Source: an optimization exercise on an open RTL-to-GDS flow (aim: small area). Production flows keep margins and buffers that such runs may drop. No activity file was given, so power comes from the tool's default toggle rates.

==> flow/design.v (excerpt) <==
module magnitude_wrapper(
	input aclk,
	input aresetn,
	input s_i_data_valid,
	output reg s_o_data_ready,
	input [31:0] s_i_data,
	output reg m_o_data_valid,
	input m_i_data_ready,
	output [31:0] m_o_data
    );
	reg start, ack;
	reg f1, f2, f3;
	reg [15:0] a_re, a_im;
	reg [31:0] p;         
	reg [31:0] cn;        
	reg pc_11, cnc_11;
	wire tc_11, cvc_11, cdc_11;
	reg pc_19, cnc_19;
	wire tc_19, cvc_19, cdc_19;
	reg pc_26, cnc_26;
	wire tc_26, cvc_26, cdc_26;
	wire acc = s_i_data_valid & ~ack;
	wire [15:0] xn;       
	wire [31:0] t;        
	wire [31:0] cv;       
	wire [31:0] mo;
	wire [31:0] cd;
	wire sel_re = f2;
	wire sel_im = f1 | f3;
	wire sel_pin = ~ack & ~f1;
	wire pm = f1 | (ack & ~f2);
	wire ld_t = m_i_data_ready & f3;
	wire ld_p = m_i_data_ready & ~f3;
	wire hold = ~m_i_data_ready;
	p_a222oi um0 (.a1(sel_re), .a2(a_re[0]), .b1(sel_im), .b2(a_im[0]), .c1(sel_pin), .c2(s_i_data[0]), .y(xn[0]));
	p_a222oi um1 (.a1(sel_re), .a2(a_re[1]), .b1(sel_im), .b2(a_im[1]), .c1(sel_pin), .c2(s_i_data[1]), .y(xn[1]));
	p_a222oi um2 (.a1(sel_re), .a2(a_re[2]), .b1(sel_im), .b2(a_im[2]), .c1(sel_pin), .c2(s_i_data[2]), .y(xn[2]));
	p_a222oi um3 (.a1(sel_re), .a2(a_re[3]), .b1(sel_im), .b2(a_im[3]), .c1(sel_pin), .c2(s_i_data[3]), .y(xn[3]));
	p_a222oi um4 (.a1(sel_re), .a2(a_re[4]), .b1(sel_im), .b2(a_im[4]), .c1(sel_pin), .c2(s_i_data[4]), .y(xn[4]));
	p_a222oi um5 (.a1(sel_re), .a2(a_re[5]), .b1(sel_im), .b2(a_im[5]), .c1(sel_pin), .c2(s_i_data[5]), .y(xn[5]));
  ...
Size: about 580 cells after synthesis, roughly 70 I/O pins, about 7200 um^2 of cells after synthesis.
clock: 10.0 ns
lec_check: 0
cap_margin: 20
core_margin: 2
core_utilization: 40
gpl_timing_driven: 0
slew_margin: 20
synth_hierarchical: 1
synth_minimum_keep_size: 0
standard.sh (not shown) runs the stock make flow with config.mk's settings and CLKGATE_MAP_FILE= SYNTH_SCRIPT=/design/flow/synth_recipe.tcl, a recipe that flattens the netlist after the stock synthesis.
==> flow/flow/run.sh <==
#!/bin/bash
# Standard layout, but the port buffers are the smallest plain buffer and
# the clock tree uses smaller buffers without dummy loads.
set -euo pipefail
export BUFFER_PORTS_ARGS="-buffer_cell sky130_fd_sc_hd__buf_1"
export CTS_ARGS="-sink_clustering_enable -repair_clock_nets -dont_use_dummy_load -buf_list sky130_fd_sc_hd__clkbuf_8"
bash standard.sh finish > standard_flow.log 2>&1
Rerun with:
Settings changed: GPL_TIMING_DRIVEN 0 to unset.
What happened: Core utilization drops by 1.7 points. Via count drops by 2.6%. Routed wire length climbs by 0.80%. Total power climbs by 0.60%. Sequential share of layout area climbs by 1.1 points.
No run of this note included a check of the RTL's function; only the layout flow was run.

========
Another version of the RTL of magnitude_wrapper (not shown whole).
Size in the first run: ~580 cells after synthesis, ~110 flip-flops, roughly 70 I/O pins.
// magnitude_wrapper
module magnitude_wrapper(
	input aclk,
	input aresetn,
	input s_i_data_valid,
	output reg s_o_data_ready,
	input [31:0] s_i_data,
	output reg m_o_data_valid,
	input m_i_data_ready,
	output [31:0] m_o_data
    );
Settings: LEC_CHECK=0, CAP_MARGIN=20, CORE_MARGIN=2, CORE_UTILIZATION=40, SLEW_MARGIN=20, SYNTH_HIERARCHICAL=1, SYNTH_MINIMUM_KEEP_SIZE=0; clock period 10.0 ns.
Scripts as last shown in full above: flow/flow/run.sh
The first run produced a clean layout.
Next try:
GPL_TIMING_DRIVEN = 0   (was default)
- The new run passed the timing, DRC and antenna checks
- hold slack hardly moves
- worst setup slack is worse by 0.28 ns
- global-route usage went down by 0.33 points
- total power went down slightly
- utilization went up by 0.21 points
- final area went up slightly
Function was not checked in any run of this note: the RTL went through the layout flow alone.

==> separate check: timing with driven ports <==
The flow's constraints put no driver on any port. The routed layouts listed below were extracted and timed again, unchanged, in two steps.
Step 1: set_driving_cell puts a clkbuf_16 on aclk and a buf_2 on each other input, an assumption about the parent block.
Step 2 adds t to the input delays and takes it off the output delays; t is the mean of the earliest and latest rising clock arrival at the registers after step 1. Input paths then give back, and output paths get back, about the clock's delay inside the block.
a / b / c = ideal / step 1 / step 2; a / b = the first two.
run | t (ns) | setup slack, ns | worst data-port slew with drivers (ns)
the first run of note 1 | 0.415 | 0.495 / 0.507 / 0.092 | 0.04
the second run of note 1 | 0.413 | 1.117 / 1.132 / 0.718 | 0.04
the first run of note 2 | 0.413 | 0.519 / 0.539 / 0.126 | 0.04
the second run of note 2 | 0.419 | 0.235 / 0.251 / -0.168 | 0.04
With both steps, setup timing fails in the second run of note 2, where it was met with ideal ports.
